Source: an optimization exercise on an open RTL-to-GDS flow (aim: small area). Production flows keep margins and buffers that such runs may drop. At most, simulation tests tie the RTL to the original design; equivalence was not proved. No functional check of the RTL was part of run 1.

File: flow/run.sh
#!/bin/bash
# Own layout flow: the standard flow (standard.sh) with
#  - synthesis mapped by an area-oriented ABC script (flow/synth_area.tcl),
#  - port buffers of the smallest buffer cell,
#  - clock tree from mid-size clock buffers in larger sink clusters, without
#    dummy loads.
# Each tool's full output goes to the ORFS logs under orfs/logs; make's own
# output goes to flow_make.log in the work folder.
set -euo pipefail
W=$(pwd)
bash "$W/standard.sh" \
  "SYNTH_SCRIPT=$W/flow/synth_area.tcl" \
  "BUFFER_PORTS_ARGS=-buffer_cell sky130_fd_sc_hd__buf_1" \
  "CTS_ARGS=-sink_clustering_enable -repair_clock_nets -dont_use_dummy_load -buf_list sky130_fd_sc_hd__clkbuf_8 -sink_clustering_size 16 -sink_clustering_max_diameter 50" \
  finish > "$W/flow_make.log" 2>&1
File: flow/area.abc
&get -n
&st
&dch -f
&nf -R 1000 -F 8 -A 4 -p
&put
File: flow/synth_area.tcl
# The standard synthesis (synth_recipe.tcl), with the technology mapping of
# the combinational logic done by an area-oriented ABC script (area.abc beside
# this file) in place of ORFS's delay-oriented one. Everything else, and so
# every register's name and cell type, is as in the standard synthesis.
set area_abc_script [file join [file dirname [file normalize [info script]]] area.abc]
proc synth {args} { yosys synth -nofsm -noshare {*}$args }
proc abc {args} {
  set i [lsearch -exact $args -script]
  if { $i >= 0 } {
    lset args [expr {$i + 1}] $::area_abc_script
  }
  yosys abc {*}$args
}
source $::env(SCRIPTS_DIR)/synth.tcl
# left out here: clear keep_hierarchy, flatten, clean up, hide names made inside functions, write 1_2_yosys.v
File: standard.sh
#!/bin/bash
# synth_recipe.tcl (not shown) runs the flow's synth.tcl, then flattens the netlist and writes it again
# the make line also repeats each setting of config.mk as NAME=value (left out here)
make -C /OpenROAD-flow-scripts/flow DESIGN_CONFIG=/design/flow/config.mk WORK_HOME=/design/flow/orfs CLKGATE_MAP_FILE= SYNTH_SCRIPT=/design/flow/synth_recipe.tcl "${@:-finish}"
File: config.mk
export PLATFORM = sky130hd
export DESIGN_NAME = avr_core
export DESIGN_NICKNAME = avr_core
export VERILOG_FILES = /design/flow/design.v
export SDC_FILE = /design/flow/constraint.sdc
export NUM_CORES = 4
export LEC_CHECK = 0
export CAP_MARGIN = 10
export CORE_MARGIN = 2
export CORE_UTILIZATION = 40
export GPL_TIMING_DRIVEN = 0
export SLEW_MARGIN = 10
File: constraint.sdc
create_clock -name core_clock -period 20.0 [get_ports {clk}]
set_input_delay 4.0000 -clock core_clock [delete_from_list [all_inputs] [get_ports {clk}]]
set_output_delay 4.0000 -clock core_clock [all_outputs]
set_load 0.01 [all_outputs]
File: design.v
`timescale 1ns / 1ps
module mega_rca #(
	parameter W = 8
	)(
	input [W-1:0]a,
	input [W-1:0]b,
	input ci,
	output [W-1:0]s,
	output [W:0]c
	);
assign c[0] = ci;
genvar i;
generate
for (i = 0; i < W; i = i + 1)
begin : bit_
	assign s[i] = a[i] ^ b[i] ^ c[i];
	assign c[i + 1] = (a[i] & b[i]) | (c[i] & (a[i] ^ b[i]));
end
endgenerate
endmodule
module mega_alu (
	input [15:0]inst,
	input [15:0]rd,
	input [15:0]rr,
	output reg [15:0]R,
	input [7:0]sreg_in,
	output reg [7:0]sreg_out
);
wire [7:0]a = rd[7:0];
wire [7:0]b = rr[7:0];
wire [7:0]K = {inst[11:8], inst[3:0]};
wire i_movw   = inst[15:8] == 8'b00000001;
wire i_muls   = inst[15:8] == 8'b00000010;
wire i_mulx   = inst[15:8] == 8'b00000011;	 
wire i_mul    = inst[15:10] == 6'b100111;
wire i_cpc    = inst[15:10] == 6'b000001;
wire i_sbc    = inst[15:10] == 6'b000010;
wire i_add    = inst[15:10] == 6'b000011;
wire i_cp     = inst[15:10] == 6'b000101;
wire i_sub    = inst[15:10] == 6'b000110;
wire i_adc    = inst[15:10] == 6'b000111;
wire i_and    = inst[15:10] == 6'b001000;
wire i_eor    = inst[15:10] == 6'b001001;
wire i_or     = inst[15:10] == 6'b001010;
wire i_mov    = inst[15:10] == 6'b001011;
wire i_cpi    = inst[15:12] == 4'b0011;
wire i_sbci   = inst[15:12] == 4'b0100;
wire i_subi   = inst[15:12] == 4'b0101;
wire i_ori    = inst[15:12] == 4'b0110;
wire i_andi   = inst[15:12] == 4'b0111;
wire i_ldi    = inst[15:12] == 4'b1110;
wire g1op     = inst[15:9] == 7'b1001010;
wire i_com    = g1op & inst[3:0] == 4'b0000;
wire i_neg    = g1op & inst[3:0] == 4'b0001;
wire i_swap   = g1op & inst[3:0] == 4'b0010;
wire i_inc    = g1op & inst[3:0] == 4'b0011;
wire i_asr    = g1op & inst[3:0] == 4'b0101;
wire i_lsr    = g1op & inst[3:0] == 4'b0110;
wire i_ror    = g1op & inst[3:0] == 4'b0111;
wire i_dec    = g1op & inst[3:0] == 4'b1010;
wire i_sex    = inst[15:8] == 8'b10010100 & inst[3:0] == 4'b1000;
wire i_adiw   = inst[15:8] == 8'b10010110;
wire i_sbiw   = inst[15:8] == 8'b10010111;
wire i_bld    = inst[15:9] == 7'b1111100 & ~inst[3];
wire i_bst    = inst[15:9] == 7'b1111101 & ~inst[3];
wire i_mulall = i_muls | i_mulx | i_mul;
wire i_frac   = i_mulx & (inst[7] | inst[3]);
wire sgn_a    = i_muls | i_mulx & (inst[7] | ~inst[3]);
wire sgn_b    = i_muls | i_mulx & inst[7] & ~inst[3];
wire i_w      = i_adiw | i_sbiw;
wire [15:0]prod;
mega_mul mul (.a(a), .b(b), .sa(sgn_a), .sb(sgn_b), .p(prod));
wire [15:0]mres = i_frac ? {prod[14:0], 1'b0} : prod;
wire imm   = i_cpi | i_sbci | i_subi;
wire sub   = i_sub | i_sbc | i_cp | i_cpc | imm | i_neg | i_dec | i_sbiw;
wire usec  = i_adc | i_sbc | i_cpc | i_sbci;
wire cin   = usec & sreg_in[0];
wire [7:0]x = i_neg ? 8'h00 : a;
wire [7:0]y = imm ? K : i_w ? {2'b00, inst[7:6], inst[3:0]} : (i_inc | i_dec) ? 8'h01 : i_neg ? a : b;
wire [7:0]s8;
wire [8:0]c8;
mega_rca #(.W(8)) addsub (.a(x), .b(sub ? ~y : y), .ci(cin ^ sub), .s(s8), .c(c8));
wire aC = sub ^ c8[8];
wire aH = sub ^ c8[4];
wire aV = c8[8] ^ c8[7];
wire [7:0]wh;
wire [8:0]whc;
mega_rca #(.W(8)) addw (.a(rd[15:8]), .b({8{i_sbiw}}), .ci(c8[8]), .s(wh), .c(whc));
wire [15:0]w16 = {wh, s8};
wire [7:0]bmask = 8'h01 << inst[2:0];
wire arith = i_sub | i_sbc | i_cp | i_cpc | imm | i_add | i_adc | i_neg | i_inc | i_dec;
wire logic_op = i_and | i_eor | i_or | i_ori | i_andi;
wire shift = i_asr | i_lsr | i_ror;
always @ *
begin
	R = 16'h0000;
	if (arith) R[7:0] = s8;
	if (i_and) R[7:0] = a & b;
	if (i_eor) R[7:0] = a ^ b;
	if (i_or) R[7:0] = a | b;
	if (i_ori) R[7:0] = a | K;
	if (i_andi) R[7:0] = a & K;
	if (i_com) R[7:0] = ~a;
	if (i_mov) R[7:0] = b;
	if (i_movw) R = rr;
	if (i_ldi) R[7:0] = K;
	if (i_swap) R[7:0] = {a[3:0], a[7:4]};
	if (shift) R[7:0] = {i_asr ? a[7] : i_ror ? sreg_in[0] : 1'b0, a[7:1]};
	if (i_bld) R[7:0] = sreg_in[6] ? (a | bmask) : (a & ~bmask);
	if (i_mulall) R = mres;
	if (i_w) R = w16;
end
wire z8 = R[7:0] == 8'h00;
wire z16 = z8 & (R[15:8] == 8'h00);
always @ *
begin
	sreg_out = sreg_in;
	if (arith) begin
		sreg_out[2] = R[7];
		sreg_out[1] = z8 & (~(i_sbc | i_cpc | i_sbci) | sreg_in[1]);
		sreg_out[3] = aV;
		sreg_out[4] = R[7] ^ aV;
		if (~(i_inc | i_dec)) begin
			sreg_out[0] = aC;
			sreg_out[5] = i_neg ? (R[3] | ~a[3]) : aH;
		end
	end
	if (logic_op | i_com) begin
		sreg_out[3] = 1'b0;
		sreg_out[2] = R[7];
		sreg_out[4] = R[7];
		sreg_out[1] = z8;
		if (i_com) sreg_out[0] = 1'b1;
	end
	if (shift) begin
		sreg_out[0] = a[0];
		sreg_out[2] = R[7];
		sreg_out[3] = R[7] ^ a[0];
		sreg_out[4] = a[0];
		sreg_out[1] = z8;
	end
	if (i_mulall) begin
		sreg_out[0] = prod[15];
		sreg_out[1] = (a == 8'h00) | (b == 8'h00);
	end
	if (i_w) begin
		sreg_out[0] = i_sbiw ? (R[15] & ~rd[15]) : (~R[15] & rd[15]);
		sreg_out[3] = i_sbiw ? (~R[15] & rd[15]) : (R[15] & ~rd[15]);
		sreg_out[2] = R[15];
		sreg_out[4] = R[15] ^ (i_sbiw ? (~R[15] & rd[15]) : (R[15] & ~rd[15]));
		sreg_out[1] = z16;
	end
	if (i_sex) sreg_out[inst[6:4]] = ~inst[7];
	if (i_bst) sreg_out[6] = a[inst[2:0]];
end
endmodule
module mega_mul (
	input [7:0]a,
	input [7:0]b,
	input sa,
	input sb,
	output [15:0]p
	);
wire s1 = (a[6] & b[0]) ^ (a[5] & b[1]);
wire c2 = (a[6] & b[0]) & (a[5] & b[1]);
wire s3 = ((a[7] & b[0]) ^ sa) ^ (a[6] & b[1]) ^ (a[5] & b[2]);
wire c4 = (((a[7] & b[0]) ^ sa) & (a[6] & b[1])) | ((a[5] & b[2]) & (((a[7] & b[0]) ^ sa) ^ (a[6] & b[1])));
wire s5 = (a[4] & b[3]) ^ (a[3] & b[4]) ^ (a[2] & b[5]);
wire c6 = ((a[4] & b[3]) & (a[3] & b[4])) | ((a[2] & b[5]) & ((a[4] & b[3]) ^ (a[3] & b[4])));
wire s7 = ((a[7] & b[1]) ^ sa) ^ (a[6] & b[2]) ^ (a[5] & b[3]);
wire c8 = (((a[7] & b[1]) ^ sa) & (a[6] & b[2])) | ((a[5] & b[3]) & (((a[7] & b[1]) ^ sa) ^ (a[6] & b[2])));
wire s9 = (a[4] & b[4]) ^ (a[3] & b[5]) ^ (a[2] & b[6]);
wire c10 = ((a[4] & b[4]) & (a[3] & b[5])) | ((a[2] & b[6]) & ((a[4] & b[4]) ^ (a[3] & b[5])));
wire s11 = ((a[7] & b[2]) ^ sa) ^ (a[6] & b[3]) ^ (a[5] & b[4]);
wire c12 = (((a[7] & b[2]) ^ sa) & (a[6] & b[3])) | ((a[5] & b[4]) & (((a[7] & b[2]) ^ sa) ^ (a[6] & b[3])));
wire s13 = (a[4] & b[0]) ^ (a[3] & b[1]);
wire c14 = (a[4] & b[0]) & (a[3] & b[1]);
wire s15 = (a[5] & b[0]) ^ (a[4] & b[1]) ^ (a[3] & b[2]);
wire c16 = ((a[5] & b[0]) & (a[4] & b[1])) | ((a[3] & b[2]) & ((a[5] & b[0]) ^ (a[4] & b[1])));
wire s17 = (a[2] & b[3]) ^ (a[1] & b[4]);
wire c18 = (a[2] & b[3]) & (a[1] & b[4]);
wire s19 = (a[4] & b[2]) ^ (a[3] & b[3]) ^ (a[2] & b[4]);
wire c20 = ((a[4] & b[2]) & (a[3] & b[3])) | ((a[2] & b[4]) & ((a[4] & b[2]) ^ (a[3] & b[3])));
wire s21 = (a[1] & b[5]) ^ (a[0] & b[6]) ^ s1;
wire c22 = ((a[1] & b[5]) & (a[0] & b[6])) | (s1 & ((a[1] & b[5]) ^ (a[0] & b[6])));
wire s23 = (a[1] & b[6]) ^ ((a[0] & b[7]) ^ sb) ^ (sa & ~sb);
wire c24 = ((a[1] & b[6]) & ((a[0] & b[7]) ^ sb)) | ((sa & ~sb) & ((a[1] & b[6]) ^ ((a[0] & b[7]) ^ sb)));
wire s25 = s3 ^ s5 ^ c2;
wire c26 = (s3 & s5) | (c2 & (s3 ^ s5));
wire s27 = ((a[1] & b[7]) ^ sb) ^ (sa & sb) ^ s7;
wire c28 = (((a[1] & b[7]) ^ sb) & (sa & sb)) | (s7 & (((a[1] & b[7]) ^ sb) ^ (sa & sb)));
wire s29 = s9 ^ c4 ^ c6;
wire c30 = (s9 & c4) | (c6 & (s9 ^ c4));
wire s31 = (a[4] & b[5]) ^ (a[3] & b[6]) ^ ((a[2] & b[7]) ^ sb);
wire c32 = ((a[4] & b[5]) & (a[3] & b[6])) | (((a[2] & b[7]) ^ sb) & ((a[4] & b[5]) ^ (a[3] & b[6])));
wire s33 = s11 ^ c8 ^ c10;
wire c34 = (s11 & c8) | (c10 & (s11 ^ c8));
wire s35 = ((a[7] & b[3]) ^ sa) ^ (a[6] & b[4]) ^ (a[5] & b[5]);
wire c36 = (((a[7] & b[3]) ^ sa) & (a[6] & b[4])) | ((a[5] & b[5]) & (((a[7] & b[3]) ^ sa) ^ (a[6] & b[4])));
wire s37 = (a[4] & b[6]) ^ ((a[3] & b[7]) ^ sb) ^ c12;
wire c38 = ((a[4] & b[6]) & ((a[3] & b[7]) ^ sb)) | (c12 & ((a[4] & b[6]) ^ ((a[3] & b[7]) ^ sb)));
wire s39 = ((a[7] & b[4]) ^ sa) ^ (a[6] & b[5]) ^ (a[5] & b[6]);
wire c40 = (((a[7] & b[4]) ^ sa) & (a[6] & b[5])) | ((a[5] & b[6]) & (((a[7] & b[4]) ^ sa) ^ (a[6] & b[5])));
wire s41 = (a[3] & b[0]) ^ (a[2] & b[1]);
wire c42 = (a[3] & b[0]) & (a[2] & b[1]);
wire s43 = (a[2] & b[2]) ^ (a[1] & b[3]) ^ (a[0] & b[4]);
wire c44 = ((a[2] & b[2]) & (a[1] & b[3])) | ((a[0] & b[4]) & ((a[2] & b[2]) ^ (a[1] & b[3])));
wire s45 = (a[0] & b[5]) ^ s15 ^ s17;
wire c46 = ((a[0] & b[5]) & s15) | (s17 & ((a[0] & b[5]) ^ s15));
wire s47 = s19 ^ s21 ^ c16;
wire c48 = (s19 & s21) | (c16 & (s19 ^ s21));
wire s49 = s23 ^ s25 ^ c20;
wire c50 = (s23 & s25) | (c20 & (s23 ^ s25));
wire s51 = s27 ^ s29 ^ c24;
wire c52 = (s27 & s29) | (c24 & (s27 ^ s29));
wire s53 = s31 ^ s33 ^ c28;
wire c54 = (s31 & s33) | (c28 & (s31 ^ s33));
wire s55 = s35 ^ s37 ^ c32;
wire c56 = (s35 & s37) | (c32 & (s35 ^ s37));
wire s57 = ((a[4] & b[7]) ^ sb) ^ s39 ^ c36;
wire c58 = (((a[4] & b[7]) ^ sb) & s39) | (c36 & (((a[4] & b[7]) ^ sb) ^ s39));
wire s59 = ((a[7] & b[5]) ^ sa) ^ (a[6] & b[6]) ^ ((a[5] & b[7]) ^ sb);
wire c60 = (((a[7] & b[5]) ^ sa) & (a[6] & b[6])) | (((a[5] & b[7]) ^ sb) & (((a[7] & b[5]) ^ sa) ^ (a[6] & b[6])));
wire s61 = (a[2] & b[0]) ^ (a[1] & b[1]);
wire c62 = (a[2] & b[0]) & (a[1] & b[1]);
wire s63 = (a[1] & b[2]) ^ (a[0] & b[3]) ^ s41;
wire c64 = ((a[1] & b[2]) & (a[0] & b[3])) | (s41 & ((a[1] & b[2]) ^ (a[0] & b[3])));
wire s65 = s13 ^ s43 ^ c42;
wire c66 = (s13 & s43) | (c42 & (s13 ^ s43));
wire s67 = c14 ^ s45 ^ c44;
wire c68 = (c14 & s45) | (c44 & (c14 ^ s45));
wire s69 = c18 ^ s47 ^ c46;
wire c70 = (c18 & s47) | (c46 & (c18 ^ s47));
wire s71 = c22 ^ s49 ^ c48;
wire c72 = (c22 & s49) | (c48 & (c22 ^ s49));
wire s73 = c26 ^ s51 ^ c50;
wire c74 = (c26 & s51) | (c50 & (c26 ^ s51));
wire s75 = c30 ^ s53 ^ c52;
wire c76 = (c30 & s53) | (c52 & (c30 ^ s53));
wire s77 = c34 ^ s55 ^ c54;
wire c78 = (c34 & s55) | (c54 & (c34 ^ s55));
wire s79 = c38 ^ s57 ^ c56;
wire c80 = (c38 & s57) | (c56 & (c38 ^ s57));
wire s81 = c40 ^ s59 ^ c58;
wire c82 = (c40 & s59) | (c58 & (c40 ^ s59));
wire s83 = ((a[7] & b[6]) ^ sa) ^ ((a[6] & b[7]) ^ sb) ^ c60;
wire c84 = (((a[7] & b[6]) ^ sa) & ((a[6] & b[7]) ^ sb)) | (c60 & (((a[7] & b[6]) ^ sa) ^ ((a[6] & b[7]) ^ sb)));
wire s85 = (a[1] & b[0]) ^ (a[0] & b[1]);
wire c86 = (a[1] & b[0]) & (a[0] & b[1]);
wire s87 = (a[0] & b[2]) ^ s61 ^ c86;
wire c88 = ((a[0] & b[2]) & s61) | (c86 & ((a[0] & b[2]) ^ s61));
wire s89 = s63 ^ c62 ^ c88;
wire c90 = (s63 & c62) | (c88 & (s63 ^ c62));
wire s91 = s65 ^ c64 ^ c90;
wire c92 = (s65 & c64) | (c90 & (s65 ^ c64));
wire s93 = s67 ^ c66 ^ c92;
wire c94 = (s67 & c66) | (c92 & (s67 ^ c66));
wire s95 = s69 ^ c68 ^ c94;
wire c96 = (s69 & c68) | (c94 & (s69 ^ c68));
wire s97 = s71 ^ c70 ^ c96;
wire c98 = (s71 & c70) | (c96 & (s71 ^ c70));
wire s99 = s73 ^ c72 ^ c98;
wire c100 = (s73 & c72) | (c98 & (s73 ^ c72));
wire s101 = s75 ^ c74 ^ c100;
wire c102 = (s75 & c74) | (c100 & (s75 ^ c74));
wire s103 = s77 ^ c76 ^ c102;
wire c104 = (s77 & c76) | (c102 & (s77 ^ c76));
wire s105 = s79 ^ c78 ^ c104;
wire c106 = (s79 & c78) | (c104 & (s79 ^ c78));
wire s107 = s81 ^ c80 ^ c106;
wire c108 = (s81 & c80) | (c106 & (s81 ^ c80));
wire s109 = s83 ^ c82 ^ c108;
wire c110 = (s83 & c82) | (c108 & (s83 ^ c82));
wire s111 = ((a[7] & b[7]) ^ sa ^ sb) ^ c84 ^ c110;
wire c112 = (((a[7] & b[7]) ^ sa ^ sb) & c84) | (c110 & (((a[7] & b[7]) ^ sa ^ sb) ^ c84));
wire s113 = sa ^ c112;
assign p = {s113, s111, s109, s107, s105, s103, s101, s99, s97, s95, s93, s91, s89, s87, s85, (a[0] & b[0])};
endmodule
`timescale 1ns / 1ps
module mega_regs (
	input clk,
	input [3:0]rs1i,	 
	input rs1h,		 
	input rs1m,		 
	output [15:0]rs1,
	input [3:0]rs2i,
	input rs2h,
	input rs2m,
	output [15:0]rs2,
	input [3:0]rdi,		 
	input rdwl,		 
	input rdwh,		 
	input rdm,		 
	input [15:0]rd
	);
reg [7:0]REGL[0:15];
reg [7:0]REGH[0:15];
wire [7:0]dh = rdm ? rd[15:8] : rd[7:0];
genvar k;
generate
for (k = 0; k < 16; k = k + 1)
begin : pair
	always @ (posedge clk)
	begin
		if(rdwl && rdi == k) REGL[k] <= rd[7:0];
		if(rdwh && rdi == k) REGH[k] <= dh;
	end
end
endgenerate
reg [7:0]l1, h1, l2, h2;
integer i;
always @ *
begin
	l1 = 8'h00; h1 = 8'h00; l2 = 8'h00; h2 = 8'h00;
	for (i = 0; i < 16; i = i + 1)
	begin
		l1 = l1 | (REGL[i] & {8{rs1i == i}});
		h1 = h1 | (REGH[i] & {8{rs1i == i}});
		l2 = l2 | (REGL[i] & {8{rs2i == i}});
		h2 = h2 | (REGH[i] & {8{rs2i == i}});
	end
end
assign rs1 = {rs1m ? h1 : 8'h00, rs1h ? h1 : l1};
assign rs2 = {rs2m ? h2 : 8'h00, rs2h ? h2 : l2};
endmodule
`timescale 1ns / 1ps
module mega (
	input rst,
	input clk,
	output [15:0]pgm_addr,
	input [15:0]pgm_data,
	output [15:0]data_addr,
	output [7:0]data_out,
	output data_write,
	input [7:0]data_in,
	output data_read,
	output [5:0]io_addr,
	output [7:0]io_out,
	output io_write,
	input [7:0]io_in,
	output io_read
	);
reg cnt_rst;
reg [15:0]PC;
reg [1:0]state_cnt;
reg skip_next_clock;
reg [15:0]pgm_data_registered;
reg [3:0]rs1i;
reg rs1h;
reg reg_rs1m;
reg [3:0]rs2i;
reg rs2h;
reg reg_rs2m;
reg [3:0]rdi;
reg rdwl;
reg rdwh;
reg reg_rdm;
reg [15:0]data_addr_int;
reg [7:0]data_out_int;
reg data_write_int;
reg data_read_int;
reg [5:0]io_addr_int;
reg io_write_int;
reg io_read_int;
reg [7:0]SREG;
reg [15:0]SP;
reg lsb_lpm_r_p_reg;
wire [15:0]reg_rs1;
wire [15:0]reg_rs2;
reg [15:0]reg_rd;
wire [15:0]alu_rd;
wire [7:0]sreg_out;
assign data_addr = data_addr_int;
assign data_out = data_out_int;
assign data_write = data_write_int;
assign data_read = data_read_int;
assign io_addr = io_addr_int;
assign io_out = data_out_int;	 
assign io_write = io_write_int;
assign io_read = io_read_int;
wire [15:0]P = pgm_data_registered;
wire p_in = P[15:11] == 5'b10110;
wire [7:0]bus_ext = p_in ? io_in : data_in;
wire bus_spl = p_in ? (io_addr_int == 6'h3D) : (data_addr_int == 16'h005D);
wire bus_sph = p_in ? (io_addr_int == 6'h3E) : (data_addr_int == 16'h005E);
wire bus_sreg = p_in ? (io_addr_int == 6'h3F) : (data_addr_int == 16'h005F);
wire [7:0]bus_in = bus_spl ? SP[7:0] : bus_sph ? SP[15:8] : bus_sreg ? SREG : bus_ext;
wire execute = ~skip_next_clock & ~cnt_rst;
wire st0 = state_cnt == 2'd0;
wire st1 = state_cnt == 2'd1;
wire st2 = state_cnt == 2'd2;
wire st3 = state_cnt == 2'd3;
wire [15:0]I = (st0 & ~skip_next_clock) ? pgm_data : pgm_data_registered;
wire gld  = I[15:9] == 7'b1001000;
wire gst  = I[15:9] == 7'b1001001;
wire g1op = I[15:9] == 7'b1001010;
wire movw  = I[15:8] == 8'b00000001;
wire muls  = I[15:8] == 8'b00000010;
wire mulx  = I[15:8] == 8'b00000011;
wire mul   = I[15:10] == 6'b100111;
wire cpse  = I[15:10] == 6'b000100;
wire cpi   = I[15:12] == 4'b0011;
wire immop = (I[15:12] == 4'b0011) | (I[15:12] == 4'b0100) | (I[15:12] == 4'b0101) | (I[15:12] == 4'b0110) | (I[15:12] == 4'b0111);
wire ldi   = I[15:12] == 4'b1110;
wire ldd   = I[15:14] == 2'b10 & ~I[12] & ~I[9];
wire std   = I[15:14] == 2'b10 & ~I[12] & I[9];
wire lds   = gld & I[3:0] == 4'b0000;
wire sts   = gst & I[3:0] == 4'b0000;
wire ld_yzp = gld & I[2:0] == 3'b001;
wire st_yzp = gst & I[2:0] == 3'b001;
wire ld_yzn = gld & I[2:0] == 3'b010;
wire st_yzn = gst & I[2:0] == 3'b010;
wire lpm_r  = gld & I[3:2] == 2'b01 & ~I[0];
wire lpm_rp = gld & I[3:2] == 2'b01 & I[0];
wire ld_x   = gld & I[3:0] == 4'b1100;
wire st_x   = gst & I[3:0] == 4'b1100;
wire ld_xp  = gld & I[3:0] == 4'b1101;
wire st_xp  = gst & I[3:0] == 4'b1101;
wire ld_xn  = gld & I[3:0] == 4'b1110;
wire st_xn  = gst & I[3:0] == 4'b1110;
wire pop    = gld & I[3:0] == 4'b1111;
wire push   = gst & I[3:0] == 4'b1111;
wire alu1   = g1op & (I[3:0] == 4'b0000 | I[3:0] == 4'b0001 | I[3:0] == 4'b0010 | I[3:0] == 4'b0011 |
		I[3:0] == 4'b0101 | I[3:0] == 4'b0110 | I[3:0] == 4'b0111 | I[3:0] == 4'b1010);
wire ret    = I == 16'b1001010100001000;
wire reti   = I == 16'b1001010100011000;
wire lpm_e  = I[15:5] == 11'b10010101110 & I[3:0] == 4'b1000;
wire ijmp   = I[15:5] == 11'b10010100000 & I[3:0] == 4'b1001;
wire icall  = I[15:5] == 11'b10010101000 & I[3:0] == 4'b1001;
wire jmp    = g1op & I[3:1] == 3'b110;
wire call   = g1op & I[3:1] == 3'b111;
wire adiw   = I[15:9] == 7'b1001011;
wire cbi    = I[15:10] == 6'b100110 & ~I[8];
wire sbic   = I[15:10] == 6'b100110 & I[8];
wire in_    = I[15:11] == 5'b10110;
wire out_   = I[15:11] == 5'b10111;
wire rjmp   = I[15:12] == 4'b1100;
wire rcall  = I[15:12] == 4'b1101;
wire brch   = I[15:11] == 5'b11110;
wire bld    = I[15:9] == 7'b1111100 & ~I[3];
wire sbrc   = I[15:10] == 6'b111111 & ~I[3];
wire alu2   = I[15:10] == 6'b000010 | I[15:10] == 6'b000011 | I[15:10] == 6'b000110 |
		I[15:10] == 6'b000111 | I[15:12] == 4'b0010;	 
wire mulall = muls | mulx | mul;
wire lpm_any = lpm_r | lpm_rp | lpm_e;
wire ptr_yz = ld_yzp | st_yzp | ld_yzn | st_yzn;
wire ptr_x = ld_x | st_x | ld_xp | st_xp | ld_xn | st_xn;
wire ptr_n = ld_yzn | st_yzn | ld_xn | st_xn;
wire stack = rcall | call | icall | push | ret | reti | pop;
wire e0 = execute & st0;
wire e1 = execute & st1;
wire e2 = execute & st2;
wire e3 = execute & st3;
wire [5:0]io_a = {I[10:9], I[3:0]};
wire next2w = (pgm_data[15:10] == 6'b100100 & pgm_data[3:0] == 4'b0000) |
		(pgm_data[15:9] == 7'b1001010 & pgm_data[3:2] == 2'b11);
wire skip_cond = (cpse & (reg_rs1[7:0] == reg_rs2[7:0])) |
		(sbrc & (reg_rs1[I[2:0]] == I[9])) |
		(sbic & (io_in[I[2:0]] == I[9]));	 
wire br_take = sreg_out[I[2:0]] == ~I[10];
wire pc_abs = e1 & (jmp | call | ijmp | icall);
wire pc_ret = e3 & (ret | reti);
wire pc_rel12 = (e0 & rjmp) | (e1 & rcall);
wire pc_rel7 = e0 & brch & br_take;
wire pc_hold = (e0 & (rcall | push | ret | reti | cpse | sbrc | pop | ldd | std | ptr_yz | ptr_x |
		out_ | in_ | cbi | sbic | lpm_any)) |
	(e1 & (ret | reti | lds | ldd | ld_yzp | ld_yzn | st_yzn | ld_x | ld_xp | ld_xn | st_xn | lpm_any)) |
	(e2 & (ret | reti));
wire [15:0]pc_base = (e1 & (jmp | call)) ? pgm_data :
			(e1 & (ijmp | icall)) ? reg_rs1 :
			pc_ret ? {data_out_int, bus_in} : PC;
wire [15:0]pc_off = pc_rel12 ? {{4{I[11]}}, I[11:0]} :
			pc_rel7 ? {{9{I[9]}}, I[9:3]} :
			(pc_ret & reti) ? 16'hFFFF :
			(pc_abs | pc_ret | pc_hold) ? 16'h0000 : 16'h0001;
wire [15:0]pc_next;
wire [16:0]pc_c;
mega_rca #(.W(16)) pc_add (.a(pc_base), .b(pc_off), .ci(1'b0), .s(pc_next), .c(pc_c));
wire sp_dec = ((e0 | e1) & (rcall | call | icall)) | (e1 & push);
wire sp_inc = ((e0 | e1) & (ret | reti)) | (e0 & pop);
wire ptr_disp = st1 & (ldd | std);
wire ptr_dec = (st1 | st2) & ptr_n;
wire [15:0]ad_a = stack ? SP : reg_rs2;
wire [15:0]ad_off = stack ? (sp_dec ? 16'hFFFF : 16'h0001) :
			ptr_disp ? {10'h000, I[13], I[11:10], I[2:0]} :
			ptr_dec ? 16'hFFFF : 16'h0001;
wire [15:0]ad_sum;
wire [16:0]ad_c;
mega_rca #(.W(16)) ad_add (.a(ad_a), .b(ad_off), .ci(1'b0), .s(ad_sum), .c(ad_c));
wire p_gld = P[15:9] == 7'b1001000;
wire p_ldmem = (p_gld & (P[3:0] == 4'b0000 | P[2:0] == 3'b001 | P[2:0] == 3'b010 | P[3:0] == 4'b1100 |
		P[3:0] == 4'b1101 | P[3:0] == 4'b1110 | P[3:0] == 4'b1111)) |
		(P[15:14] == 2'b10 & ~P[12] & ~P[9]);
wire p_lpm = (p_gld & P[3:2] == 2'b01) | (P[15:5] == 11'b10010101110 & P[3:0] == 4'b1000);
wire p_lpm_p = p_gld & P[3:2] == 2'b01 & P[0];
wire [7:0]pgm_byte_sel = (p_lpm_p ? lsb_lpm_r_p_reg : reg_rs2[0]) ? pgm_data[15:8] : pgm_data[7:0];
always @ *
begin
	reg_rd = alu_rd;
	if (st0 & (p_ldmem | p_in)) reg_rd = {8'h00, bus_in};
	if (st1 | st2) reg_rd = ad_sum;
	if (st2 & p_lpm) reg_rd = {8'h00, pgm_byte_sel};
end
assign pgm_addr = (execute & st1 & p_lpm) ? {1'b0, reg_rs2[15:1]} : PC;
reg [4:0]n_rs1a, n_rs2a, n_rda;
reg n_reg_rs1m, n_reg_rs2m, n_reg_rdm, n_reg_rdw;
always @ *
begin
	n_rs1a = I[8:4];
	if (e0 & (muls | immop)) n_rs1a[4] = 1'b1;
	if (e0 & mulx) n_rs1a[4:3] = 2'b10;
	if (e0 & adiw) n_rs1a[4:2] = 3'b111;
	if (e0 & (ijmp | icall)) n_rs1a = 5'b01111;
	n_rs2a = {I[9], I[3:0]};
	if (e0 & muls) n_rs2a[4] = 1'b1;
	if (e0 & mulx) n_rs2a[4:3] = 2'b10;
	if ((e0 & (ldd | std)) | ((e0 | e1) & ptr_yz)) n_rs2a = {2'b01, 2'b11, ~I[3]};
	if ((e0 | e1) & ptr_x) n_rs2a = 5'b01101;
	if ((e0 | e1) & lpm_any) n_rs2a = 5'b01111;
	n_rda = I[8:4];
	if (e0 & (ldi | (immop & ~cpi))) n_rda[4] = 1'b1;
	if ((e0 & mulall) | (e1 & lpm_e)) n_rda = 5'h00;
	if (e0 & adiw) n_rda[4:2] = 3'b111;
	if ((e1 & (ld_yzp | ld_yzn | st_yzn)) | (e0 & st_yzp)) n_rda = {2'b01, 2'b11, ~I[3]};
	if ((e1 & (ld_xp | ld_xn | st_xn)) | (e0 & st_xp)) n_rda = 5'b01101;
	if (e0 & lpm_rp) n_rda = 5'b01111;
	n_reg_rs1m = e0 & (adiw | ijmp | icall);
	n_reg_rs2m = (e0 & (movw | ldd | std)) | ((e0 | e1) & (ptr_yz | ptr_x | lpm_any));
	n_reg_rdm = (e0 & (movw | mulall | adiw | st_yzp | st_xp | lpm_rp)) |
		(e1 & (ld_yzp | ld_yzn | st_yzn | ld_xp | ld_xn | st_xn));
	n_reg_rdw = (e0 & (ldi | movw | mulall | alu1 | alu2 | bld | (immop & ~cpi) | adiw | st_yzp | st_xp | lpm_rp)) |
		(e1 & (pop | ld_yzp | ld_yzn | st_yzn | ld_xp | ld_xn | st_xn | in_ | lpm_any)) |
		(e2 & (lds | ldd | ld_yzp | ld_yzn | ld_x | ld_xp | ld_xn));
end
always @ (posedge clk or posedge rst)
begin
	if(rst)
	begin
		cnt_rst <= 1'b1;
		PC <= 16'h0000;
		state_cnt <= 2'd0;
	end
	else
	begin
		cnt_rst <= 1'b0;
		PC <= pc_next;
		if (e0 & (jmp | ijmp | stack | cpse | sbrc | lds | sts | ldd | std | ptr_yz | ptr_x |
				out_ | in_ | cbi | sbic | lpm_any))
			state_cnt <= 2'd1;
		else if ((e1 & (ret | reti | lds | ldd | ld_yzp | ld_yzn | st_yzn | ld_x | ld_xp | ld_xn | st_xn |
				lpm_any)) |
			 (e1 & (cpse | sbrc | sbic) & skip_cond & next2w))
			state_cnt <= 2'd2;
		else if (e2 & (ret | reti | cpse | sbrc | sbic))
			state_cnt <= 2'd3;
		else
			state_cnt <= 2'd0;
	end
end
always @ (posedge clk)
begin
	pgm_data_registered <= I;
	skip_next_clock <= (e0 & brch & br_take) |
		(e1 & (cpse | sbrc | sbic) & skip_cond & ~next2w) |
		(e0 & rjmp) | (e1 & (jmp | ijmp | rcall | call | icall)) | (e3 & (ret | reti));
	rs1i <= n_reg_rs1m ? n_rs1a[3:0] : n_rs1a[4:1];
	rs1h <= ~n_reg_rs1m & n_rs1a[0];
	reg_rs1m <= n_reg_rs1m;
	rs2i <= (e0 & icall) ? PC[11:8] : n_reg_rs2m ? n_rs2a[3:0] : n_rs2a[4:1];
	rs2h <= ~n_reg_rs2m & n_rs2a[0];
	reg_rs2m <= n_reg_rs2m;
	rdi <= (e0 & icall) ? PC[15:12] : n_reg_rdm ? n_rda[3:0] : n_rda[4:1];
	rdwl <= n_reg_rdw & (n_reg_rdm | ~n_rda[0]);
	rdwh <= n_reg_rdw & (n_reg_rdm | n_rda[0]);
	reg_rdm <= n_reg_rdm;
	data_write_int <= sp_dec | (e1 & (std | st_yzp | st_x | st_xp | sts)) | (e2 & (st_yzn | st_xn));
	data_read_int <= ((e1 | e2) & (ret | reti)) | (e1 & pop) |
		(e2 & (ldd | ld_yzp | ld_yzn | ld_x | ld_xp | ld_xn | lds));
	io_write_int <= e1 & (out_ | cbi);
	io_read_int <= (e1 & in_) | (e0 & cbi) | ((e0 | e1) & sbic);
	if ((e0 & (rcall | icall)))
		data_out_int <= PC[7:0];
	else if (e1 & (rcall | call))
		data_out_int <= PC[15:8];	 
	else if (e0 & call)
		data_out_int <= pc_next[7:0];
	else if (e1 & icall)
		data_out_int <= {rdi, rs2i};
	else if (ret | reti)
		data_out_int <= bus_in;
	else if (cbi)
		data_out_int <= I[9] ? (io_in | (8'h01 << I[2:0])) : (io_in & ~(8'h01 << I[2:0]));
	else
		data_out_int <= reg_rs1[7:0];
	io_addr_int <= (cbi | sbic) ? {1'b0, I[7:3]} : io_a;
	lsb_lpm_r_p_reg <= reg_rs2[0];
end
always @ (posedge clk)
begin
	if (sp_dec | (e1 & pop) | (e2 & (ret | reti)) | (e1 & (ld_yzp | st_yzp | ld_x | st_x | ld_xp | st_xp)))
		data_addr_int <= ad_a;
	else if (sp_inc | (e1 & (ldd | std | ld_yzn | st_yzn | ld_xn | st_xn)))
		data_addr_int <= ad_sum;
	else if (e1 & (lds | sts))
		data_addr_int <= pgm_data;
	if ((e1 & sts & (data_addr_int == 16'h005F)) | (e1 & out_ & (io_a == 6'h3F)))
		SREG <= reg_rs1[7:0];
	else if (e3 & reti)
		SREG <= {1'b1, sreg_out[6:0]};
	else
		SREG <= sreg_out;
	if (sp_dec | sp_inc)
		SP <= ad_sum;
	else if ((e1 & sts & (pgm_data == 16'h005D)) | (e1 & out_ & (io_a == 6'h3D)))
		SP[7:0] <= reg_rs1[7:0];
	else if ((e1 & sts & (pgm_data == 16'h005E)) | (e1 & out_ & (io_a == 6'h3E)))
		SP[15:8] <= reg_rs1[7:0];
end
mega_alu alu (
	.inst(pgm_data_registered),
	.rd(reg_rs1),
	.rr(reg_rs2),
	.R(alu_rd),
	.sreg_in(SREG),
	.sreg_out(sreg_out)
);
mega_regs regs (
	.clk(clk),
	.rs1i(rs1i),
	.rs1h(rs1h),
	.rs1(reg_rs1),
	.rs1m(reg_rs1m),
	.rs2i(rs2i),
	.rs2h(rs2h),
	.rs2(reg_rs2),
	.rs2m(reg_rs2m),
	.rdi(rdi),
	.rdwl(rdwl),
	.rdwh(rdwh),
	.rd(reg_rd),
	.rdm(reg_rdm)
);
endmodule
`timescale 1ns / 1ps
module avr_core (
	input clk,
	input rst,
	output [15:0]pgm_addr,
	input [15:0]pgm_data,
	output [15:0]data_addr,
	output [7:0]data_out,
	output data_write,
	input [7:0]data_in,
	output data_read,
	output [5:0]io_addr,
	output [7:0]io_out,
	output io_write,
	input [7:0]io_in,
	output io_read
	);
mega core(
	.rst(rst),
	.clk(clk),
	.pgm_addr(pgm_addr),
	.pgm_data(pgm_data),
	.data_addr(data_addr),
	.data_out(data_out),
	.data_write(data_write),
	.data_in(data_in),
	.data_read(data_read),
	.io_addr(io_addr),
	.io_out(io_out),
	.io_write(io_write),
	.io_in(io_in),
	.io_read(io_read)
	);
endmodule
==> impl_metrics.yaml, run 1 <==
outcome:
  outcome: "no timing/DRC/antenna violations"
cells_and_area:
  reg.largest.list: "core.regs.REGH x128, core.regs.REGL x128"
  area_growth_pct: 12.9
  mostFrequentLayoutCell: "nand2_1"
  fillerInstances: 5592
  nNetsFinal: 2747
  drive_gt1_share_pct: 7.31
  layout_common_cells: "317 x nand2_1, 288 x edfxtp_1, 236 x nor2_1, 176 x a21oi_1, 164 x o21ai_0"
  final_area_um2: 26400
  final_util_pct: 45.7
global_route:
  antenna_found_initial: 4
  grt_pass1_wl_um: 150000
  grtUsageTotal_pct: 34.1
  gr-total-overflow: 0
  grt_pass1_vias: 21700
  grt_max_degree: 34
synthesis:
  synth_compound_area_share_pct: 22.6
  synthMuxAreaShare_pct: 2.45
  yosys.area_share.simple_pct: 17.0
  synth_top_family_by_area: "compound AO/OA/AOI/OAI gates"
  mappedNetlistNets: 2540
  synthAdderAreaFrac_pct: 9.63
  yosysSeqAreaShare_pct: 44.4
  synth_top_cell_by_area: "edfxtp_1"
  synth-seq-cells: 370
  synth_cells: 2382
  synth_edf_count: 288
  syn_avg_cell_area_um2: 9.81
  synth_cell_types: 64
  synth_top_area_share_pct: 37.0
  synth_area_leaders: "edfxtp_1 37%, fa_1 8.0%, dfxtp_1 5.4%, nand2_1 5.1%, nor2_1 4.1%"
  ys_warn_count: 5
  synthArstFlopShare_pct: 5.14
  synthXorXnorAreaFrac_pct: 1.31
  syn_area_um2: 23400
  synth-main-ff-cell: "edfxtp_1"
floorplanning:
  floorplan.initialDensity_pct: 40.5
  dieArea_um2: 60400
  rows: 88
  io_pins: 92
  die_w_um: 246
  die_h_um: 246
  core_area_um2: 57700
worst_setup_path:
  critPathKind: "flip-flop to flip-flop"
  r2r_slack_ns: 1.12
  path_max_fanout: 10
  critPathCapture: "core.PC[15]$_DFF_PP0_"
  r2r_end: "core.PC[15]$_DFF_PP0_"
  reg2reg_depth: 65
  critPathLaunch: "core.rs2i[1]$_DFF_P_"
  cp-start-kind: "flip-flop"
  cp_slowest_stage_delay_ns: 0.90
  cp_slowest_cell: "a21oi_1"
  crit_required_ns: 20.44
  reg2reg_from: "core.rs2i[1]$_DFF_P_"
  worstPathArrival_ns: 19.32
  cp_common_cell: "fa_1"
  endpoint_kind: "flip-flop"
clock_network:
  clockBufferDepth: 3
  cts_setup_buffers: 0
  cts_max_level: 2
  ctsResizeCount: 0
  clk_pin_slew_ns: 0.07
  postCtsHoldBufs: 0
  cts_tree: "built"
  cts_made_buffers: 38
  cts.sink_count: 370
  root_buffer: "clkbuf_8"
  clkLatencyLatePin_ns: 0.68
placed_design:
  placed_area_um2: 25800
  numPortBuffers: 91
  hpwl_um: 78400
  gp_congestion: 1.00
  place_ws_ns: 1.28
run:
  drv_cap: 0
sta:
  hold_viol_final: 0
  post-route-period-util_pct: 94.4
  hold_slack_ns: 0.564
  worst_pin_slew_ns: 1.36
  timing.fmax_ghz: 0.0530
  slew_violations: 0
  clock-skew-final_ns: 0.122
  fin_setup_tns_ns: 0
  rsz0062_at_grt: "false"
  finalWorstSetupSlack_ns: 1.12
  period_needed_ns: 18.88
  slew_headroom_pct: 9.63
  setup_viol: 0
routing:
  wl_um: 105000
  vias: 23000
  drtIter0Drc: 3804
  dr.pass1.iters: 6
  routedWlPerCell_um: 31.2
  detail-route-antenna-nets: 0
  viasPerCell: 6.87
  drc: 0
hold_path:
  holdPathStages: 2
  hold_path.class: "flip-flop to flip-flop"
## worst max-delay path: cells and delay by family (launching register included)
kind | cells | cell delay [ns]
compound gates | 20 | 5.53
xor+xnor | 3 | 0.37
fa+ha+maj | 28 | 10.10
buf+inv | 8 | 1.08
flops | 1 | 0.64
simple gates | 6 | 0.97
## cell families (layout without fill, tap and decap cells)
family | after synthesis | after routing
buffers and inverters | 150 | 355
other | 1 | 2
adder cells (fa/ha/maj) | 124 | 124
flip-flops | 370 | 370
multiplexers | 57 | 57
XOR/XNOR | 35 | 35
AND/OR/NAND/NOR | 871 | 871
AO/OA/AOI/OAI | 774 | 774
## cell usage after synthesis (6+ instances only)
master	n
nor3_1	56
fa_1	93
and3_1	41
clkinv_1	142
a22oi_1	39
and4_1	7
buf_4	8
mux2i_1	55
a21oi_1	179
nor4_1	31
nor2b_1	12
nand3_1	42
nand4_1	36
a221o_1	26
or3_1	8
a22o_1	19
a221oi_1	56
nor2_1	256
nand2b_1	24
a211oi_1	10
xnor2_1	21
a21o_1	14
o211ai_1	31
edfxtp_1	288
o21a_1	9
dfxtp_1	63
and2_0	9
or2_0	7
o22ai_1	20
dfrtp_1	18
a222oi_1	79
nor4b_1	6
ha_1	31
a31oi_1	33
o221ai_1	23
o22a_1	6
xor2_1	14
o311ai_0	8
nand2_1	317
o21ai_0	182
## layout make-up
cell class                      count  area [µm²]  share of cell area, %
Multi-Input combinational cell   1862       12700                   48.2
Clock buffer                       38         523                   1.98
Sequential cell                   370       10400                   39.4
Timing Repair Buffer              167        1200                   4.56
Buffer                              8        60.1                  0.228
Tap cell                          765         957                   3.63
Antenna cell                        1        2.50                0.00948
Inverter                          142         533                   2.02
## how the worst min path moves through the flow
stage / start / endpoint / slack [ns]
3_5_place_dp: core.PC[11]$_DFF_PP0_ / core.rs2i[3]$_DFF_P_ / 0.54
3_3_place_gp: core.PC[11]$_DFF_PP0_ / core.rs2i[3]$_DFF_P_ / 0.54
6_report: core.PC[11]$_DFF_PP0_ / core.rs2i[3]$_DFF_P_ / 0.56
2_1_floorplan: core.PC[11]$_DFF_PP0_ / core.rs2i[3]$_DFF_P_ / 0.48
4_1_cts: core.PC[11]$_DFF_PP0_ / core.rs2i[3]$_DFF_P_ / 0.56
5_1_grt: core.PC[9]$_DFF_PP0_ / core.rs2i[1]$_DFF_P_ / 0.59
## routing by layer
layer	up-vias	track usage, %	routed length [µm]
met2	1689	52.4	46200
met5	-	0	8
met3	300	7.89	12900
met1	11400	46.4	40800
met4	2	13.6	4890
li1	9645	-	-
## per-stage QoR
| step | std cells |
|---|---|
| 2_1_floorplan | 2382 |
| 6_report | 3353 |
| 3_3_place_gp | 3238 |
| 3_5_place_dp | 3314 |
| 5_1_grt | 3353 |
| 4_1_cts | 3352 |
==> run 2: changes to the inputs <==
--- a/design.v
+++ b/design.v
@@ -359,12 +359,10 @@
 reg [7:0]data_out_int;
 reg data_write_int;
 reg data_read_int;
-reg [5:0]io_addr_int;
 reg io_write_int;
 reg io_read_int;
 reg [7:0]SREG;
 reg [15:0]SP;
-reg lsb_lpm_r_p_reg;
 wire [15:0]reg_rs1;
 wire [15:0]reg_rs2;
 reg [15:0]reg_rd;
@@ -374,11 +372,13 @@
 assign data_out = data_out_int;
 assign data_write = data_write_int;
 assign data_read = data_read_int;
-assign io_addr = io_addr_int;
 assign io_out = data_out_int;	 
 assign io_write = io_write_int;
 assign io_read = io_read_int;
 wire [15:0]P = pgm_data_registered;
+wire p_iobit = P[15:10] == 6'b100110;
+wire [5:0]io_addr_int = p_iobit ? {1'b0, P[7:3]} : {P[10:9], P[3:0]};
+assign io_addr = io_addr_int;
 wire p_in = P[15:11] == 5'b10110;
 wire [7:0]bus_ext = p_in ? io_in : data_in;
 wire bus_spl = p_in ? (io_addr_int == 6'h3D) : (data_addr_int == 16'h005D);
@@ -493,7 +493,7 @@
 		(P[15:14] == 2'b10 & ~P[12] & ~P[9]);
 wire p_lpm = (p_gld & P[3:2] == 2'b01) | (P[15:5] == 11'b10010101110 & P[3:0] == 4'b1000);
 wire p_lpm_p = p_gld & P[3:2] == 2'b01 & P[0];
-wire [7:0]pgm_byte_sel = (p_lpm_p ? lsb_lpm_r_p_reg : reg_rs2[0]) ? pgm_data[15:8] : pgm_data[7:0];
+wire [7:0]pgm_byte_sel = (p_lpm_p ? rs1h : reg_rs2[0]) ? pgm_data[15:8] : pgm_data[7:0];
 always @ *
 begin
 	reg_rd = alu_rd;
@@ -564,7 +564,7 @@
 		(e1 & (cpse | sbrc | sbic) & skip_cond & ~next2w) |
 		(e0 & rjmp) | (e1 & (jmp | ijmp | rcall | call | icall)) | (e3 & (ret | reti));
 	rs1i <= n_reg_rs1m ? n_rs1a[3:0] : n_rs1a[4:1];
-	rs1h <= ~n_reg_rs1m & n_rs1a[0];
+	rs1h <= (e1 & lpm_rp) ? reg_rs2[0] : ~n_reg_rs1m & n_rs1a[0];
 	reg_rs1m <= n_reg_rs1m;
 	rs2i <= (e0 & icall) ? PC[11:8] : n_reg_rs2m ? n_rs2a[3:0] : n_rs2a[4:1];
 	rs2h <= ~n_reg_rs2m & n_rs2a[0];
@@ -592,8 +592,6 @@
 		data_out_int <= I[9] ? (io_in | (8'h01 << I[2:0])) : (io_in & ~(8'h01 << I[2:0]));
 	else
 		data_out_int <= reg_rs1[7:0];
-	io_addr_int <= (cbi | sbic) ? {1'b0, I[7:3]} : io_a;
-	lsb_lpm_r_p_reg <= reg_rs2[0];
 end
 always @ (posedge clk)
 begin
--- a/flow/run.sh
+++ b/flow/run.sh
@@ -11,5 +11,5 @@
 bash "$W/standard.sh" \
   "SYNTH_SCRIPT=$W/flow/synth_area.tcl" \
   "BUFFER_PORTS_ARGS=-buffer_cell sky130_fd_sc_hd__buf_1" \
-  "CTS_ARGS=-sink_clustering_enable -repair_clock_nets -dont_use_dummy_load -buf_list sky130_fd_sc_hd__clkbuf_8 -sink_clustering_size 16 -sink_clustering_max_diameter 50" \
+  "CTS_ARGS=-sink_clustering_enable -repair_clock_nets -dont_use_dummy_load -buf_list sky130_fd_sc_hd__clkbuf_4 -sink_clustering_size 10 -sink_clustering_max_diameter 35" \
   finish > "$W/flow_make.log" 2>&1
==> run 2 against run 1 <==
Net effect:
- via count fell by 0.57%
- setup slack worse by 0.52 ns
- critical path type unchanged
- area after synthesis shrank 0.47%
==> impl_metrics.yaml, run 2 <==
cells_and_area:
  final_util_pct: 45.2
  mostFrequentLayoutCell: "nand2_1"
  drive_gt1_share_pct: 8.12
  nNetsFinal: 2722
  multiInputGateArea_um2: 12800
  reg.largest.list: "core.regs.REGH x128, core.regs.REGL x128"
  layout_common_cells: "316 x nand2_1, 288 x edfxtp_1, 197 x nor2_1, 185 x o21ai_0, 133 x a21oi_1"
  seq_area_um2: 10200
  area_growth_pct: 12.0
  fillerInstances: 5518
routing:
  drtIter0Drc: 3419
  routedWlPerCell_um: 30.0
  detail-route-antenna-nets: 0
  viasPerCell: 6.88
  vias: 22900
  highest_layer: "met5"
  dr.pass1.iters: 9
  wl_met2_um: 43200
  wl_um: 99700
  routed-wl-met3_um: 12700
  met1Wirelength_um: 39200
  drc: 0
sta:
  slew_headroom_pct: 8.17
  post-route-period-util_pct: 97.0
  worst_pin_slew_ns: 1.36
  clock-skew-final_ns: 0.102
  period_needed_ns: 19.40
  setup_viol: 0
  fin_setup_tns_ns: 0
  hold_slack_ns: 0.549
  hold_viol_final: 0
  rsz0062_at_grt: "false"
  timing.fmax_ghz: 0.0515
  slew_violations: 0
placed_design:
  gp_congestion: 0.998
  hpwl_um: 74800
  numPortBuffers: 91
synthesis:
  synth_edf_count: 288
  syn_avg_cell_area_um2: 9.91
  synth-main-ff-cell: "edfxtp_1"
  synth_cell_types: 67
  yosysMostFrequentCell: "nand2_1"
  syn_area_um2: 23300
  ys_warn_count: 5
  synthArstFlopShare_pct: 5.23
  yosys-top-cells-count: "316 x nand2_1, 288 x edfxtp_1, 217 x nor2_1"
  synth_top_area_share_pct: 37.2
  synth_area_leaders: "edfxtp_1 37%, fa_1 8.0%, nand2_1 5.1%, dfxtp_1 4.8%, o21ai_0 4.3%"
  yosysSeqAreaShare_pct: 44.1
  synth_top_cell_by_area: "edfxtp_1"
  mappedNetlistNets: 2504
  synth_cells: 2346
  synth-seq-cells: 363
worst_setup_path:
  critPathKind: "flip-flop to flip-flop"
  cp_slowest_stage_delay_ns: 0.85
  path_max_fanout: 9
  cp_slowest_cell: "o22ai_2"
  worstPathArrival_ns: 20.05
  crit_required_ns: 20.65
  cp-start-kind: "flip-flop"
  endpoint_kind: "flip-flop"
  cp_common_cell: "fa_1"
hold_path:
  hold_path.class: "flip-flop to flip-flop"
clock_network:
  cts.sink_count: 363
  root_buffer: "clkbuf_4"
  cts_max_level: 3
  postCtsHoldBufs: 0
  ctsResizeCount: 0
  cts_tree: "built"
  clkLatencyLatePin_ns: 0.82
  cts_made_buffers: 67
  clk_pin_slew_ns: 0.10
  clockBufferDepth: 3
  cts_setup_buffers: 0
floorplanning:
  rows: 88
  die_w_um: 245
  dieArea_um2: 60100
  floorplan.initialDensity_pct: 40.4
  core_area_um2: 57600
  die_h_um: 245
  io_pins: 92
global_route:
  gr-total-overflow: 0
  grt_pass1_vias: 21500
  grt_pass1_wl_um: 144000
  antenna_found_initial: 3
  grtUsageTotal_pct: 32.5
  grt_max_degree: 31
run:
  drv_cap: 0
outcome:
  outcome: "no timing/DRC/antenna violations"
run 2: changes by cell type after synthesis, sizes merged, moves of 10 or more:
cell / before / now
a31oi: 33 / 23
a221oi: 56 / 41
a21oi: 179 / 139
mux2: 2 / 14
o21ai: 182 / 200
clkinv: 142 / 131
a222oi: 79 / 89
nor2: 256 / 217
run 2: cell type report:
| cell class | instances | share of cell area [%] |
|---|---|---|
| inverters | 131 | 1.89 |
| clock buffers | 67 | 1.93 |
| diodes | 1 | 0.00961 |
| flip-flops and latches | 363 | 39.3 |
| multi-input cells | 1843 | 49.2 |
| repair buffers | 149 | 3.68 |
| well taps | 765 | 3.68 |
| plain buffers | 9 | 0.245 |
run 2: path summary, 6_finish.rpt:
path / slack [ns] / startpoint / endpoint / cells after the start
setup / recovery: 0.60 / core.rs2i[1]$_DFF_P_ / core.PC[15]$_DFF_PP0_ / 63
hold / removal: 0.55 / core.PC[8]$_DFF_PP0_ / core.rs2i[0]$_DFF_P_ / 1
setup reg to reg: 0.60 / core.rs2i[1]$_DFF_P_ / core.PC[15]$_DFF_PP0_ / 63
hold reg to reg: 0.55 / core.PC[8]$_DFF_PP0_ / core.rs2i[0]$_DFF_P_ / 1
max in group asynchronous: 16.30 / rst / core.cnt_rst$_DFF_PP1_ / 2
min in group asynchronous: 3.24 / rst / core.PC[15]$_DFF_PP0_ / 2
run 2: worst max-delay path: cells and delay by family (launching register included):
| family | cells | cell delay, ns |
|---|---|---|
| flops | 1 | 0.60 |
| simple gates | 11 | 1.87 |
| buf+inv | 5 | 0.80 |
| xor+xnor | 3 | 0.55 |
| compound gates | 16 | 5.02 |
| fa+ha+maj | 28 | 10.43 |
run 2: cell families after synthesis:
family	after synthesis	synth area share [%]
compound gates	736	21.8
xor+xnor	38	1.43
fa+ha+maj	124	9.67
buf+inv	140	2.39
flops	363	44.1
mux	75	3.30
other cells	1	0.0161
simple gates	869	17.3
run 2: layer usage:
layer	vias to the layer above	track usage, %
li1	9597	-
met1	11300	44.2
met2	1716	48.5
met3	310	8.92
met4	6	14.2
met5	-	0
run 2: metrics by stage:
| step | instance area [µm²] | worst slack [ns] | std cells |
|---|---|---|---|
| 6_report | 26000 | 0.600 | 3328 |
| 3_3_place_gp | 24600 | -2.43 | 3202 |
| 5_1_grt | 26000 | 0.0815 | 3328 |
| 2_1_floorplan | 23300 | 3.26 | 2346 |
| 4_1_cts | 26000 | 0.744 | 3325 |
| 3_5_place_dp | 25500 | 0.726 | 3258 |
==> run 3: changes to the inputs <==
--- a/config.mk
+++ b/config.mk
@@ -9,4 +9,5 @@
 export CORE_MARGIN = 2
 export CORE_UTILIZATION = 40
 export GPL_TIMING_DRIVEN = 0
+export PLACE_DENSITY = 0.85
 export SLEW_MARGIN = 10
==> run 3 against run 2 <==
Net effect:
- still clean
- non-clock buffer count is 9 lower
- clock skew is 0.044 ns higher
- critical path depth stayed put
- final area is 0.67% lower
==> impl_metrics.yaml, run 3 <==
synthesis:
  synth_cell_types: 67
  ys_warn_count: 5
  yosysSeqAreaShare_pct: 44.1
  synth-seq-cells: 363
  syn_area_um2: 23300
  synth_edf_count: 288
  synth_top_area_share_pct: 37.2
  synth_area_leaders: "edfxtp_1 37%, fa_1 8.0%, nand2_1 5.1%, dfxtp_1 4.8%, o21ai_0 4.3%"
  syn_avg_cell_area_um2: 9.91
  mappedNetlistNets: 2504
  synth_cells: 2346
  synthArstFlopShare_pct: 5.23
  synth-main-ff-cell: "edfxtp_1"
  yosysMostFrequentCell: "nand2_1"
  synth_top_cell_by_area: "edfxtp_1"
  yosys-top-cells-count: "316 x nand2_1, 288 x edfxtp_1, 217 x nor2_1"
sta:
  worst_pin_slew_ns: 1.37
  post-route-period-util_pct: 97.5
  timing.fmax_ghz: 0.0513
  setup_viol: 0
  slew_headroom_pct: 6.23
  rsz0062_at_grt: "false"
  fin_setup_tns_ns: 0
  clock-skew-final_ns: 0.145
  period_needed_ns: 19.51
  slew_violations: 0
  hold_viol_final: 0
cells_and_area:
  fillerInstances: 5344
  final_area_um2: 25900
  layout_common_cells: "316 x nand2_1, 288 x edfxtp_1, 199 x nor2_1, 187 x o21ai_0, 133 x a21oi_1"
  area_growth_pct: 11.2
  nNetsFinal: 2712
  seq_area_um2: 10200
  mostFrequentLayoutCell: "nand2_1"
  drive_gt1_share_pct: 7.56
  reg.largest.list: "core.regs.REGH x128, core.regs.REGL x128"
  multiInputGateArea_um2: 12800
worst_setup_path:
  worst-path-buf-inv: 6
  critPathKind: "flip-flop to flip-flop"
  crit_required_ns: 20.61
  cp_slowest_stage_delay_ns: 0.79
  worstPathArrival_ns: 20.12
  cp_common_cell: "fa_1"
  crit_family: "adder cells"
  endpoint_kind: "flip-flop"
  cp_slowest_cell: "o22ai_2"
  cp-start-kind: "flip-flop"
  path_max_fanout: 10
placed_design:
  numPortBuffers: 91
  hpwl_um: 68200
  placed_area_um2: 25300
  gp_congestion: 1.07
floorplanning:
  dieArea_um2: 60100
  floorplan.initialDensity_pct: 40.4
  die_h_um: 245
  die_w_um: 245
  io_pins: 92
  rows: 88
  core_area_um2: 57600
routing:
  routedWlPerCell_um: 27.8
  drc: 0
  dr.pass1.iters: 11
  detail-route-antenna-nets: 0
  drtIter0Drc: 5208
  vias: 23200
  viasPerCell: 6.99
  wl_um: 92300
clock_network:
  cts.sink_count: 363
  cts_setup_buffers: 0
  root_buffer: "clkbuf_4"
  clk_pin_slew_ns: 0.06
  cts_tree: "built"
  cts_made_buffers: 66
  clockBufferDepth: 3
  clkLatencyLatePin_ns: 0.86
  cts_max_level: 3
  ctsResizeCount: 0
  postCtsHoldBufs: 0
run:
  drv_cap: 0
global_route:
  antenna_found_initial: 10
  grt_max_degree: 31
  grt_pass1_wl_um: 134000
  gr-total-overflow: 0
  grtUsageTotal_pct: 29.8
  grt_pass1_vias: 21500
outcome:
  outcome: "no timing/DRC/antenna violations"
hold_path:
  hold_path.class: "flip-flop to flip-flop"
## run 3: cell counts after synthesis
Identical to the previous run, type by type.
## run 3: layout make-up
cell class | count | share of cell area [%]
flip-flops and latches | 363 | 39.6
well taps | 765 | 3.70
clock buffers | 66 | 1.92
repair buffers | 140 | 3.09
plain buffers | 9 | 0.247
multi-input cells | 1843 | 49.5
inverters | 131 | 1.90
diodes | 5 | 0.0484
## run 3: cells by family after synthesis
family / Yosys count / synth area share, %
compound gates: 736 / 21.8
other cells: 1 / 0.0161
flops: 363 / 44.1
simple gates: 869 / 17.3
mux: 75 / 3.30
fa+ha+maj: 124 / 9.67
xor+xnor: 38 / 1.43
buf+inv: 140 / 2.39
## run 3: worst paths after layout
path                                       from                      endpoint  slack [ns]  depth (start not counted)
max in group asynchronous                   rst          core.PC[2]$_DFF_PP0_       16.28                          2
max                        core.rs2i[0]$_DFF_P_         core.PC[15]$_DFF_PP0_        0.49                         63
min in group asynchronous                   rst         core.PC[12]$_DFF_PP0_        3.21                          2
min reg2reg                core.PC[4]$_DFF_PP0_  core.data_out_int[4]$_DFF_P_        0.54                          2
max reg2reg                core.rs2i[0]$_DFF_P_         core.PC[15]$_DFF_PP0_        0.49                         63
min                        core.PC[4]$_DFF_PP0_  core.data_out_int[4]$_DFF_P_        0.54                          2
## run 3: tightest hold or removal path, stage by stage (launching register included)
cell	delay [ns]
dfrtp_1	0.38
nand2_1	0.07
o21ai_0	0.06
## run 3: stage by stage
| stage | hold WS (ns) | util [%] | instances | setup slack [ns] |
|---|---|---|---|---|
| 6_report | 0.544 | 44.9 | 3322 | 0.491 |
| 5_1_grt | 0.552 | 44.9 | 3320 | 0.135 |
| 4_1_cts | 0.539 | 44.8 | 3317 | 0.821 |
| 3_5_place_dp | 0.524 | 43.9 | 3251 | 0.769 |
| 3_3_place_gp | 0.522 | 42.6 | 3202 | -1.83 |
| 2_1_floorplan | 0.464 | - | 2346 | 3.26 |
## run 3: routing by layer
metal / routed length (µm) / GRT usage, % / part of all wire, % / up-vias
li1: - / - / - / 9585
met5: 136 / 0 / 0.15 / -
met2: 38700 / 43.8 / 42 / 2268
met3: 16000 / 11.5 / 17 / 466
met4: 5570 / 14.6 / 6.0 / 16
met1: 31800 / 38.4 / 34 / 10900
==> run 4: changes to the inputs <==
--- a/config.mk
+++ b/config.mk
@@ -5,9 +5,9 @@
 export SDC_FILE = /design/flow/constraint.sdc
 export NUM_CORES = 4
 export LEC_CHECK = 0
-export CAP_MARGIN = 10
+export CAP_MARGIN = 15
 export CORE_MARGIN = 2
 export CORE_UTILIZATION = 40
 export GPL_TIMING_DRIVEN = 0
-export PLACE_DENSITY = 0.85
+export PLACE_DENSITY = 0.75
 export SLEW_MARGIN = 10
==> run 4 against run 3 <==
Net effect:
- final cell count increased by 0.15%
- routed wire length grew 5.6%
- core utilization grew 0.11 points
- sequential cell count unchanged
- global-route usage rose by 1.7 points
- via count decreased by 1.3%
- clock-buffer cell count decreased by 9
- non-clock buffer count is 15 higher
- area after synthesis stayed put
- critical endpoint unchanged
- maximum frequency up 0.61%
==> impl_metrics.yaml, run 4 <==
outcome:
  outcome: "no timing/DRC/antenna violations"
cells_and_area:
  area_growth_pct: 11.5
  final_area_um2: 25900
  fillerInstances: 5429
  mostFrequentLayoutCell: "nand2_1"
placed_design:
  placed_area_um2: 25400
  gp_congestion: 0.992
  numPortBuffers: 91
  hpwl_um: 72700
synthesis:
  synth_cell_types: 67
  synthMuxAreaShare_pct: 3.30
  synthXorXnorAreaFrac_pct: 1.43
  ys_warn_count: 5
  yosys.area_share.simple_pct: 17.3
  yosysMostFrequentCell: "nand2_1"
  synth_cells: 2346
  synth_compound_area_share_pct: 21.8
  synth_top_cell_by_area: "edfxtp_1"
  synthArstFlopShare_pct: 5.23
  synth-main-ff-cell: "edfxtp_1"
  yosysSeqAreaShare_pct: 44.1
clock_network:
  root_buffer: "clkbuf_4"
  cts_tree: "built"
  cts.sink_count: 363
hold_path:
  hp-start: "core.PC[8]$_DFF_PP0_"
  holdPathStages: 1
  holdPathEnd: "core.rs2i[0]$_DFF_P_"
floorplanning:
  dieArea_um2: 60100
  rows: 88
  core_area_um2: 57600
  io_pins: 92
  die_w_um: 245
  die_h_um: 245
sta:
  period_needed_ns: 19.39
  setup_viol: 0
  slew_headroom_pct: 9.60
  hold_viol_final: 0
  worst_pin_slew_ns: 1.35
routing:
  viasPerCell: 6.88
  detail-route-antenna-nets: 0
worst_setup_path:
  r2r_end: "core.PC[15]$_DFF_PP0_"
  worstPathArrival_ns: 20.09
  cp_slowest_stage_delay_ns: 0.63
  worst-path-buf-inv: 7
  endpoint_kind: "flip-flop"
  critPathKind: "flip-flop to flip-flop"
  crit_required_ns: 20.70
  crit_family: "adder cells"
global_route:
  grt_pass1_wl_um: 140000
-- run 4: through the flow --
| step | TNS, ns | util (%) | hold slack, ns | instances |
|---|---|---|---|---|
| after global placement | -17.89 | 42.6 | 0.509 | 3202 |
| after detailed placement | 0 | 44.2 | 0.499 | 3258 |
| after floorplan | 0 | - | 0.464 | 2346 |
| final | 0 | 45.0 | 0.513 | 3327 |
| after global routing | 0 | 45.0 | 0.540 | 3324 |
| after CTS | 0 | 44.9 | 0.522 | 3315 |
-- run 4: how the worst max path moves through the flow --
| stage | start | cells past startpoint | to | slack (ns) |
|---|---|---|---|---|
| detailed placement | core.rs2i[1]$_DFF_P_ | 65 | core.PC[15]$_DFF_PP0_ | 0.76 |
| floorplan | core.rs1i[3]$_DFF_P_ | 61 | core.PC[15]$_DFF_PP0_ | 3.26 |
| finish | core.rs2i[1]$_DFF_P_ | 65 | core.PC[15]$_DFF_PP0_ | 0.61 |
| global route | core.rs2i[1]$_DFF_P_ | 65 | core.PC[15]$_DFF_PP0_ | 0.05 |
| CTS | core.rs2i[1]$_DFF_P_ | 65 | core.PC[15]$_DFF_PP0_ | 0.70 |
| global placement | core.rs1i[3]$_DFF_P_ | 63 | core.PC[15]$_DFF_PP0_ | -2.77 |
-- run 4: timing repair --
item | 4_1_cts | 5_1_grt
hold endpoints to repair | 0 | 0
gates resized for setup | 0 | 2
setup endpoints to repair | 0 | 1
hold buffers | 0 | 0
-- run 4: cell families (layout without fill, tap and decap cells) --
| logic type | after synthesis | count (layout) |
|---|---|---|
| xor+xnor | 38 | 38 |
| buf+inv | 140 | 352 |
| fa+ha+maj | 124 | 124 |
| simple gates | 869 | 869 |
| mux | 75 | 75 |
| other cells | 1 | 5 |
| flops | 363 | 363 |
| compound gates | 736 | 736 |
-- run 4: routing by layer --
metal / global-route usage, % / up-vias / share of wire (%)
li1: - / 9579 / -
met3: 7.49 / 344 / 14
met1: 42.3 / 11000 / 37
met4: 15.1 / 2 / 5.3
met5: 0 / - / 0.013
met2: 47.9 / 1930 / 44
-- run 4: layout make-up --
class | instances | area [µm²] | area share, %
diodes | 4 | 10.0 | 0.0386
flip-flops and latches | 363 | 10200 | 39.5
multi-input cells | 1843 | 12800 | 49.4
plain buffers | 9 | 63.8 | 0.246
repair buffers | 155 | 933 | 3.60
clock buffers | 57 | 428 | 1.65
well taps | 765 | 957 | 3.69
inverters | 131 | 492 | 1.90
-- run 4: worst register-to-register path: cells and delay by family, from the launching register on --
kind	cells	cell delay [ns]
AOI/OAI and AO/OA	16	4.68
adders and majority gates	28	10.54
xor gates and xnor gates	3	0.54
and+or+nand+nor	11	1.73
DFF	1	0.63
buffers and inverters	7	1.10

## static timing again, ports no longer ideal
No port has a modelled driver above. Below, the same layouts with a new extraction and two added sets of constraints. Step 1: set_driving_cell puts a clkbuf_16 on clk and a buf_2 on each other input, an assumption about the parent block. Step 2 times the ports against the registers' clock, not the clock port: input delays grow and output delays shrink by t, the midpoint of the rising clock arrivals with the driver on. Three values: ideal, step 1, step 2; two values: the first two.
run	shift t [ns]	setup WS [ns]	latest minus earliest clock arrival (ns)	worst slew at a driven data input, ns	cell pins on the clock port's net
run 1	0.676	1.123 / 1.123 / 1.123	0.121 / 0.122	0.03	1
run 2	0.822	0.600 / 0.600 / 0.600	0.102 / 0.102	0.03	1
run 3	0.841	0.491 / 0.491 / 0.491	0.145 / 0.145	0.04	1
run 4	0.869	0.609 / 0.609 / 0.609	0.105 / 0.105	0.04	1
After both steps setup and hold are still met in every run listed.
